From an optimization exercise on the open Yosys and OpenROAD flow, aimed at small area and a short achievable clock period; shortcuts taken in it are not production practice. Only simulation tests tie the RTL to the original design; equivalence was not proved. Power is estimated from default activity; no workload was simulated.

==> design/flow/design.v <==
module mux_2(
    input logic s,
    input logic [31:0] a0,a1,
    output logic [31:0] y
);
    always_comb begin
        case(s)
        1'h0:  y = a0;
        1'h1:  y = a1;
        endcase
    end 
endmodule
module mux_4(
    input logic [1:0] s,
    input logic [31:0] a0,a1,a2,a3,
    output logic [31:0] y
);
    always_comb begin
        case(s)
        2'h0:  y = a0;
        2'h1:  y = a1;
        2'h2:  y = a2;
        2'h3:  y = a3;
        endcase
    end 
endmodule
module d_flipflop(
    input logic clk,reset,
    input logic [31:0] q_in,
    output logic [31:0] q_out
);
always_ff @(posedge clk) begin
    if(reset)
        q_out <= 32'b0;
    else 
        q_out <= q_in;
end
endmodule
module d_flipflop2(
    input logic clk,reset,a1,a2,a3,
    input logic[1:0] a4,
    output logic b1,b2,b3,
    output logic[1:0] b4
);
always_ff @( posedge clk ) begin
    if(reset) begin
        b1 <= 1'b0;
        b2 <= 1'b0;
        b3 <= 1'b0;
        b4 <= 2'b0; 
    end
    else begin   
        b1 <= a1;
        b2 <= a2;
        b3 <= a3;
        b4 <= a4;
    end
end
endmodule
module Program_Counter(
    input logic clk,reset,
    input logic [31:0] pc_next,
    output logic [31:0] pc
    );
    always_ff @(posedge clk or posedge reset) begin
        if (reset) 
            pc <= 32'b0;
        else 
            pc <= pc_next;
    end
endmodule
module Register_File(
    input logic clk,reset,reg_wr,
    input logic [4:0] raddr1,raddr2,waddr,
    input logic [31:0] wdata,
    output logic [31:0] rdata1,rdata2
    ); 
    logic [31:0] registers [0:31];
    always_ff @ (posedge clk or posedge reset) begin
        if (reset) begin
            registers[0] <= 32'd0;
            registers[1] <= 32'd10;
            registers[2] <= 32'd20;
            registers[3] <= 32'd30;
            registers[4] <= 32'd40;
            registers[5] <= 32'd50;
            registers[6] <= 32'd60;
            registers[7] <= 32'd70;
            registers[8] <= 32'd80;
            registers[9] <= 32'd90;
            registers[10] <= 32'd100;
            registers[11] <= 32'd110;
            registers[12] <= 32'd120;
            registers[13] <= 32'd130;
            registers[14] <= 32'd140;
            registers[15] <= 32'd150;
            registers[16] <= 32'd160;
            registers[17] <= 32'd170;
            registers[18] <= 32'd180;
            registers[19] <= 32'd190;
            registers[20] <= 32'd200;
            registers[21] <= 32'd210;
            registers[22] <= 32'd220;
            registers[23] <= 32'd230;
            registers[24] <= 32'd240;
            registers[25] <= 32'd250;
            registers[26] <= 32'd260;
            registers[27] <= 32'd270;
            registers[28] <= 32'd280;
            registers[29] <= 32'd290;
            registers[30] <= 32'd300;
            registers[31] <= 32'd310;
        end
        else begin
            if(reg_wr)  
                registers[waddr] <= wdata;
            registers[0] <= 32'b0;
        end
    end
    always_comb begin
            rdata1 = registers[raddr1];
            rdata2 = registers[raddr2];
        end
    endmodule
module ALU(
	input logic [3:0] alu_op,
	input logic [31:0] A,B,
	output logic [31:0] C
);
	always_comb begin
        case (alu_op)
            4'b0000: C = A + B;  
            4'b0001: C = A - B;  
            4'b0010: C = A << B[4:0];  
            4'b0011: C = A >> B[4:0];  
            4'b0100: C = $signed(A) >>> B[4:0];  
            4'b0101: C = ($signed(A) < $signed(B)) ? 1 : 0;  
            4'b0110: C = (A < B) ? 1 : 0;  
            4'b0111: C = A ^ B;  
            4'b1000: C = A | B;  
            4'b1001: C = A & B;  
            4'b1010: C = B;  
            default: C = 32'b0;
        endcase
    end
endmodule
module Branch_Condition (
    input logic [2:0] br_type,
    input logic [31:0] rdata1, rdata2,
    output logic br_taken
);
    always_comb begin
        case (br_type)
            3'b000: br_taken = 0;
            3'b001: br_taken = (rdata1 == rdata2);   
            3'b010: br_taken = (rdata1 != rdata2);   
            3'b011: br_taken = ($signed(rdata1) < $signed(rdata2));   
            3'b100: br_taken = ($signed(rdata1) >= $signed(rdata2));  
            3'b101: br_taken = (rdata1 < rdata2);    
            3'b110: br_taken = (rdata1 >= rdata2);   
            3'b111: br_taken = 1;                    
            default: br_taken = 0;                   
        endcase
    end
endmodule
module Immediate_Generator(
    input logic [31:0] instruction,
    output logic [31:0] imm_value
    );
    logic [6:0] opcode;
always_comb begin
    opcode = instruction[6:0];
    case(opcode)
        7'b0100011 : imm_value = {{20{instruction[31]}}, instruction[31:25], instruction[11:7]};
        7'b0110011 : imm_value = 32'b0;
        7'b1101111 : imm_value = {{11{instruction[31]}}, instruction[31], instruction[19:12], instruction[20], instruction[30:21], 1'b0};
        7'b1100011 : imm_value = {{19{instruction[31]}}, instruction[31], instruction[7], instruction[30:25], instruction[11:8], 1'b0};
        7'b0110111 : imm_value = {instruction[31:12], 12'b0};
        7'b0010111 : imm_value = {instruction[31:12], 12'b0};
        7'b0000011 : imm_value = {{20{instruction[31]}},instruction[31:20]};
        7'b0010011 : imm_value = {{20{instruction[31]}},instruction[31:20]};
        default    : imm_value = 32'b0;
    endcase
end
endmodule
module Controller (
    input logic [31:0] inst,         
    input logic [31:0] inst1,        
    output logic reg_wr,             
    output logic rd_en,              
    output logic wr_en,              
    output logic sel_A,              
    output logic sel_B,              
    output logic sel_pA,             
    output logic sel_pB,             
    output logic [1:0] wb_sel,       
    output logic [2:0] br_type,      
    output logic [3:0] alu_op        
);
    wire [6:0] opcode = inst[6:0];
    wire [4:0] rs1 = inst[19:15];
    wire [4:0] rs2 = inst[24:20];
    wire [2:0] func3 = inst[14:12];
    wire [6:0] func7 = inst[31:25];
    wire [6:0] opcode1 = inst1[6:0];
    wire inst1_wr = (opcode1 == 7'b0110011) || (opcode1 == 7'b0010011) ||
                    (opcode1 == 7'b0000011) || (opcode1 == 7'b0110111) ||
                    (opcode1 == 7'b0010111) || (opcode1 == 7'b1101111) ||
                    (opcode1 == 7'b1100111);
    assign sel_pA = inst1_wr && (inst1[11:7] == rs1) && (inst1[11:7] != 0);
    assign sel_pB = inst1_wr && (inst1[11:7] == rs2) && (inst1[11:7] != 0);
    always_comb begin
        reg_wr = 0;
        rd_en = 0;
        wr_en = 0;
        sel_A = 0;
        sel_B = 0;
        wb_sel = 2'b00;
        br_type = 3'b000;
        alu_op = 4'b0000;
        case(opcode)
            7'b0110011: begin
                reg_wr = 1;
                sel_A = 1;
                sel_B = 0;
                wb_sel = 2'b01;
                case(func3)
                    3'b000: alu_op = func7[5] ? 4'b0001 : 4'b0000;  
                    3'b001: alu_op = 4'b0010;  
                    3'b010: alu_op = 4'b0101;  
                    3'b011: alu_op = 4'b0110;  
                    3'b100: alu_op = 4'b0111;  
                    3'b101: alu_op = func7[5] ? 4'b0100 : 4'b0011;  
                    3'b110: alu_op = 4'b1000;  
                    3'b111: alu_op = 4'b1001;  
                endcase
            end
            7'b0010011: begin
                reg_wr = 1;
                sel_A = 1;
                sel_B = 1;
                wb_sel = 2'b01;
                case(func3)
                    3'b000: alu_op = 4'b0000;  
                    3'b001: alu_op = 4'b0010;  
                    3'b010: alu_op = 4'b0101;  
                    3'b011: alu_op = 4'b0110;  
                    3'b100: alu_op = 4'b0111;  
                    3'b101: alu_op = func7[5] ? 4'b0100 : 4'b0011;  
                    3'b110: alu_op = 4'b1000;  
                    3'b111: alu_op = 4'b1001;  
                endcase
            end
            7'b0000011: begin
                reg_wr = 1;
                rd_en = 1;
                sel_A = 1;
                sel_B = 1;
                wb_sel = 2'b11;
                alu_op = 4'b0000;  
            end
            7'b0100011: begin
                wr_en = 1;
                sel_A = 1;
                sel_B = 1;
                alu_op = 4'b0000;  
            end
            7'b1100011: begin
                sel_A = 0;  
                sel_B = 1;  
                alu_op = 4'b0000;
                case(func3)
                    3'b000: br_type = 3'b001;  
                    3'b001: br_type = 3'b010;  
                    3'b100: br_type = 3'b011;  
                    3'b101: br_type = 3'b100;  
                    3'b110: br_type = 3'b101;  
                    3'b111: br_type = 3'b110;  
                endcase
            end
            7'b0110111: begin
                reg_wr = 1;
                sel_B = 1;
                wb_sel = 2'b01;
                alu_op = 4'b1010;  
            end
            7'b0010111: begin
                reg_wr = 1;
                sel_A = 0;  
                sel_B = 1;  
                wb_sel = 2'b01;
                alu_op = 4'b0000;  
            end
            7'b1101111: begin
                reg_wr = 1;
                sel_A = 0;  
                sel_B = 1;  
                wb_sel = 2'b00;
                br_type = 3'b111;  
                alu_op = 4'b0000;  
            end
            7'b1100111: begin
                reg_wr = 1;
                sel_A = 1;  
                sel_B = 1;  
                wb_sel = 2'b00;
                br_type = 3'b111;  
                alu_op = 4'b0000;  
            end
        endcase
    end
endmodule
module LSU (
    input [31:0] address,
    input rd_en, wr_en,
    output logic imem_sel, dmem_sel, uart_sel,
    output logic mem_error
);
    typedef enum logic [31:0] {
        IMEM_START = 32'h0000_0000,
        IMEM_END   = 32'h0000_0FFF,
        DMEM_START = 32'h0000_1000,
        DMEM_END   = 32'h0000_2FFF,
        UART_START = 32'h0000_3000,
        UART_END   = 32'h0000_3FFF
    } mem_map_t;
    always_comb begin
        imem_sel = 1'b0;
        dmem_sel = 1'b0;
        uart_sel = 1'b0;
        mem_error = 1'b0;
        if (address >= IMEM_START && address <= IMEM_END) begin
            imem_sel = 1'b1;
        end
        else if (address >= DMEM_START && address <= DMEM_END) begin
            dmem_sel = 1'b1;
        end
        else if (address >= UART_START && address <= UART_END) begin
            uart_sel = 1'b1;
        end
        mem_error = (rd_en | wr_en) & !(imem_sel | dmem_sel | uart_sel);
    end
endmodule
module top( 
    input logic clk, reset,
    output logic [31:0] imem_addr,
    input  logic [31:0] imem_rdata,
    output logic [31:0] dmem_addr,
    output logic [31:0] dmem_wdata,
    output logic        dmem_we,
    output logic        dmem_re,
    input  logic [31:0] dmem_rdata
);
    logic [31:0] br_a, br_b, br_y;
    logic br_sel;
    mux_2 M_BR(br_sel, br_a, br_b, br_y);   
    logic [31:0] pc;
    Program_Counter PC0(clk, reset, br_y, pc);   
    logic [31:0] instruction;
    assign imem_addr = pc;
    assign instruction = imem_rdata;
    logic mim_sel;
    logic [31:0] instruction0;
    mux_2 M_IM(mim_sel, instruction, 32'h00000013, instruction0);   
    logic [31:0] pc1, instruction1;
    d_flipflop D_PC1(clk, reset, pc, pc1);            
    d_flipflop D_IR1(clk, reset, instruction0, instruction1);   
    logic reg_wr, rd_en, wr_en, sel_A, sel_B, sel_pA, sel_pB;
    logic [1:0] wb_sel;
    logic [2:0] br_type;
    logic [3:0] alu_op;
    logic [31:0] instruction2;
    Controller C0(
        instruction1, instruction2,   
        reg_wr, rd_en, wr_en,        
        sel_A, sel_B,                
        sel_pA, sel_pB,              
        wb_sel,                      
        br_type,                     
        alu_op                       
    );
    logic [31:0] imm_val;
    Immediate_Generator IG0(instruction1, imm_val);
    logic reg_wr1;
    logic [31:0] rdata1, rdata2, rf_in;
    logic [4:0] rs1, rs2, rsd;
    Register_File RF0(
        clk, reset, reg_wr1,
        rs1, rs2, rsd,              
        rf_in,                      
        rdata1, rdata2              
    );
    logic [31:0] m_in2, pa_out, pb_out;
    mux_2 P_A(sel_pA, rdata1, m_in2, pa_out);   
    mux_2 P_B(sel_pB, rdata2, m_in2, pb_out);   
    logic [31:0] ma_y, mb_y;
    mux_2 M_A(sel_A, pc1, pa_out, ma_y);   
    mux_2 M_B(sel_B, pb_out, imm_val, mb_y);   
    logic [31:0] alu_out;
    ALU ALU0(alu_op, ma_y, mb_y, alu_out);   
    logic br_taken;
    Branch_Condition B0(br_type, pa_out, pb_out, br_taken);
    logic [31:0] pc2, alu_out1, pb_out1;
    d_flipflop D_PC2(clk, reset, pc1, pc2);             
    d_flipflop D_ALU(clk, reset, alu_out, alu_out1);    
    d_flipflop D_WD(clk, reset, pb_out, pb_out1);       
    d_flipflop D_IR2(clk, reset, instruction1, instruction2);   
    logic wr_en1, rd_en1;
    logic [1:0] wb_sel1;
    d_flipflop2 D_CN1(
        clk, reset, 
        reg_wr, wr_en, rd_en, wb_sel,   
        reg_wr1, wr_en1, rd_en1, wb_sel1   
    );
    logic imem_sel, dmem_sel, uart_sel, mem_error;
    LSU LSU0(
        .address(alu_out1),
        .rd_en(rd_en1),
        .wr_en(wr_en1),
        .imem_sel(imem_sel),
        .dmem_sel(dmem_sel),
        .uart_sel(uart_sel),
        .mem_error(mem_error)
    );
    logic [31:0] data_out;
    assign dmem_addr  = alu_out1;
    assign dmem_wdata = pb_out1;
    assign dmem_we    = wr_en1 & dmem_sel;
    assign dmem_re    = rd_en1 & dmem_sel;
    assign data_out   = dmem_re ? dmem_rdata : 32'b0;
    logic [7:0] uart_rx_data;
    assign uart_rx_data = 8'b0;
    logic [31:0] wdata;
    mux_4 M_WB(
        wb_sel1,                      
        pc2 + 4,                      
        alu_out1,                     
        dmem_sel ? data_out : {24'b0, uart_rx_data},   
        32'b0,                        
        wdata                         
    );
    always_comb begin
        br_a = pc + 4;                
        br_b = alu_out;               
        br_sel = br_taken;            
        rf_in = wdata;                
        rs1 = instruction1[19:15];    
        rs2 = instruction1[24:20];    
        rsd = instruction2[11:7];     
        m_in2 = wdata;                
        mim_sel = br_taken;           
    end
endmodule
==> design/flow/run.sh <==
#!/bin/bash
# synth_recipe.tcl (not shown) runs the flow's synth.tcl, then flattens the netlist and writes it again
# the make line also repeats each setting of config.mk as NAME=value (left out here)
make -C /OpenROAD-flow-scripts/flow DESIGN_CONFIG=/design/flow/config.mk WORK_HOME=/design/flow/orfs CLKGATE_MAP_FILE= SYNTH_SCRIPT=/design/flow/synth_recipe.tcl finish
==> design/flow/config.mk <==
export PLATFORM = sky130hd
export DESIGN_NAME = top
export DESIGN_NICKNAME = top
export VERILOG_FILES = /design/flow/design.v
export SDC_FILE = /design/flow/constraint.sdc
export NUM_CORES = 4
export LEC_CHECK = 0
export CAP_MARGIN = 35
export CORE_MARGIN = 2
export CORE_UTILIZATION = 40
export PLACE_DENSITY = 0.6
export SLEW_MARGIN = 35
==> design/flow/constraint.sdc <==
create_clock -name core_clock -period 9.0 [get_ports {clk}]
set_input_delay 1.8000 -clock core_clock [delete_from_list [all_inputs] [get_ports {clk}]]
set_output_delay 1.8000 -clock core_clock [all_outputs]
set_load 0.01 [all_outputs]
==> results_dict.tcl <==
set metrics [dict create \
    r2r-start "D_IR1.q_out[15]" \
    power_w 0.0159 \
    setup_tns_ns 0 \
    grt_pass1_vias 70396 \
    finalCritPeriodShare 0.906 \
    critPathLaunch "D_IR1.q_out[15]" \
    power.density_nw_per_um2 198 \
    cts.path.max_buffers 3 \
    cp.arrival_ns 8.92 \
    grt_usage 0.481 \
    crit_type "reg2reg" \
    critPathBufInv 3 \
    postSynth.asyncResetShare 0.853 \
    cts_root_buffer "clkbuf_16" \
    pin_count 164 \
    ys_types 135 \
    yosysSeqAreaShare 0.422 \
    rsz0062_at_grt "false" \
    route.vias.total 76586 \
    antenna_found_initial 48 \
    nFillCells 16783 \
    final_area_sq_um 80200 \
    numPortBuffers 163 \
    ant_nets 0 \
    layout_setup_ws_ns 0.850 \
    hold_path.class "reg2reg" \
    slew_viol_final 0 \
    synth_area_per_cell_sq_um 8.37 \
    start_util 0.404 \
    routedWlPerCell_microns 40.7 \
    die_area_sq_um 177000 \
    clk_latency_ns 0.87 \
    synth_warnings 13 \
    p_leak_nw 35.4 \
    cp-end-kind "flop" \
    drcViolationCount 0 \
    post_cts_buffers 0 \
    crit_path_max_fanout 16 \
    viasPerCell 7.15 \
    synth_top_cell_area_share 0.329 \
    clock_skew_ns 0.0678 \
    cp-start-kind "flop" \
    die_y_microns 421 \
    fin_nets 8456 \
    post-dp-hpwl_mm 298 \
    hold_buffers 0 \
    wl_mm 436 \
    cts_tree "done" \
    outcome "timing/DRC/antenna clean" \
    cpMaxStageDelayCell "or4_1" \
    fmax_ghz 0.123 \
    h-tree-depth 4 \
    gp_congestion 1.09 \
    crit_chain "nand2b_1, nor2_4, buf_4, a2111oi_0, nand3_1, or4_1, a21oi_2, inv_1, ha_1, a211o_1, or4_1, and3b_1, o21ai_0, a21boi_0, and4_1, a2111oi_0, buf_4, and2_1, o21ai_0, o2111a_1, a31oi_1" \
    synth_fp_nets 8501 \
    synth_edf_count 0 \
    drtPass1Iterations 13 \
    synth_ff_type "dfrtp_1" \
    num_rows 152 \
    die_w_microns 421 \
    post-place-ws_ns 1.18 \
    cp_top_family "simple AND/OR/NAND/NOR gates" \
    period_minus_slack_ns 8.15 \
    synth_area_sq_um 69500 \
    slew_headroom 0.213 \
    synthTopCellsByArea "dfrtp_1 33%, o21ai_0 8.3%, nand2_1 7.1%" \
    worstMarginPinSlew_ns 1.17 \
    area_growth_pct 15.4 \
    final_layout_size_suffix_gt1_frac 0.124 \
    core_region_area_sq_um 172000 \
    place_area_sq_um 75100 \
    setup_viol 0 \
    synth_seq_cells 1200 \
    syn-instance-count 8301 \
    maxCapViolCount 0 \
    vdd_drop_max_mv 0.222 \
    hold_viol 0 \
    max_stage_delay_ns 0.89 \
    cts_buffers 139 \
    grt_first_pass_wirelength_mm 590 \
    hp-start "RF0.registers[15][3]" \
    grt_start_max_net_pins 169 \
    cp.required_ns 9.77 \
    clk_pin_slew_ns 0.07 \
    grt_overflow 0 \
    first_iter_violations 15730 \
    cts-resized-gates 0 \
    synth_top_cell_by_area "dfrtp_1" \
    numClockSinks 1200 \
]
Yosys cell counts (53+ instances only):
cell type  instances
nand2_1         1323
o21ai_0         1156
dfrtp_1          913
clkbuf_1         579
a22oi_1          543
nor2_1           405
nand3_1          387
and3_1           340
a21oi_1          297
dfxtp_1          176
nand4_1          170
ha_1             132
inv_1            123
dfstp_2          111
nor2b_1          103
buf_2             92
nor3_1            91
mux2i_1           87
a2111oi_0         75
and2_1            59
nor4_1            56
a221oi_1          53
logic make-up after synthesis:
kind of cell	count (synthesis)	synth area share
adders and majority gates	134	0.0244
xor gates and xnor gates	70	0.00883
buffers and inverters	881	0.0530
AOI/OAI and AO/OA	2715	0.252
muxes	110	0.0168
DFF	1200	0.422
and+or+nand+nor	3191	0.223
sequential cells by signal, summed over array words and instances, names as in the netlist:
register       flops
D_PC2.q_out       32
D_ALU.q_out       32
D_WD.q_out        32
D_IR1.q_out       32
PC0.pc            32
RF0.registers    992
D_CN1.b2           1
D_CN1.b4           2
D_IR2.q_out       12
D_CN1.b1           1
D_PC1.q_out       32
power breakdown:
group | total [W] | internal [W] | switching, W
Sequential | 0.00582 | 0.00555 | 0.000263
Clock | 0.00601 | 0.00337 | 0.00264
Combinational | 0.00408 | 0.00118 | 0.00290
Total | 0.0159 | 0.0101 | 0.00580
metal layers:
metal  wire [microns]  vias up  GRT usage
met5              270        -          0
met4            37500       38      0.321
met3            68800     2006      0.212
met2           164000     7048      0.626
met1           165000    37185      0.633
li1                 -    30309          -
worst register-to-register path: cells and delay by family (launching register included):
| family | cells | cell delay [ns] |
|---|---|---|
| buffers and inverters | 3 | 0.66 |
| and+or+nand+nor | 8 | 3.44 |
| DFF | 1 | 0.72 |
| adders and majority gates | 1 | 0.24 |
| AOI/OAI and AO/OA | 9 | 3.05 |
worst paths after layout:
path,endpoint,slack (ns),depth (start not counted)
max,D_ALU.q_out[31],0.85,21
max reg2reg,D_ALU.q_out[31],0.85,21
min reg2reg,RF0.registers[15][3],0.48,2
min in group asynchronous,PC0.pc[1],1.30,2
max in group asynchronous,RF0.registers[21][20],5.46,4
min,RF0.registers[15][3],0.48,2
layout by cell type (no fill, tap or decap), types with 29 or more instances in the layout:
cell type,count
nand3_1,378
nor4_1,47
a22o_1,38
dfstp_2,111
nor2_2,29
nor2b_1,99
buf_4,354
clkbuf_1,37
and4_1,30
clkdlybuf4s50_1,162
clkbuf_16,143
and2_1,58
inv_1,121
a22oi_1,542
a21o_1,32
nand2b_1,36
nor2_1,348
dfrtp_1,913
a21oi_1,287
o21ai_0,1153
o22ai_1,43
a221oi_1,50
mux2i_1,87
xnor2_1,46
ha_1,132
a2111oi_0,73
nor3_1,87
nand4_1,170
a211oi_1,44
o211ai_1,39
nand2_1,1299
nor2_4,45
a31oi_1,44
and3_1,338
dfxtp_1,169
through the flow:
| stage | utilization | instances | hold WS (ns) |
|---|---|---|---|
| after floorplan | - | 8301 | 0.429 |
| after global placement | 0.435 | 10416 | 0.473 |
| after detailed placement | 0.436 | 10417 | 0.470 |
| after CTS | 0.464 | 10673 | 0.482 |
| after global routing | 0.465 | 10682 | 0.503 |
| final | 0.466 | 10708 | 0.480 |
layout make-up:
type,instances,area (sq um),share of cell area
clock inverters,59,785,0.00978
diodes,27,67.6,0.000843
well taps,2310,2890,0.0360
repair buffers,565,5150,0.0642
flip-flops and latches,1200,29300,0.365
clock buffers,197,3950,0.0493
multi-input cells,6220,37500,0.468
inverters,130,503,0.00627

==> static timing again, ports no longer ideal <==
The flow's constraints put no driver on any port. The routed layout listed below was extracted and timed again, unchanged, in two steps.
Step 1 (the two cells are an assumption about what drives the block):
set clk [get_ports {clk}]
set_driving_cell -lib_cell sky130_fd_sc_hd__clkbuf_16 $clk
set_driving_cell -lib_cell sky130_fd_sc_hd__buf_2 [delete_from_list [all_inputs] $clk]
Step 2, shift: input delay + t, output delay - t, t = (earliest + latest rising clock arrival at the registers) / 2. This alone moves slack from input paths to output paths.
a / b / c = no drivers / after step 1 / after step 2; a / b = the first two.
t (ns): 0.929
setup slack, ns: 0.850 / 0.850 / 0.845
hold slack, ns: 0.480 / 0.480 / 0.480
worst setup path at the end: input to register
After both steps this run still meets setup and hold. The setup slack of this run moves by 0.000 ns with the drivers and by -0.005 ns with both steps.
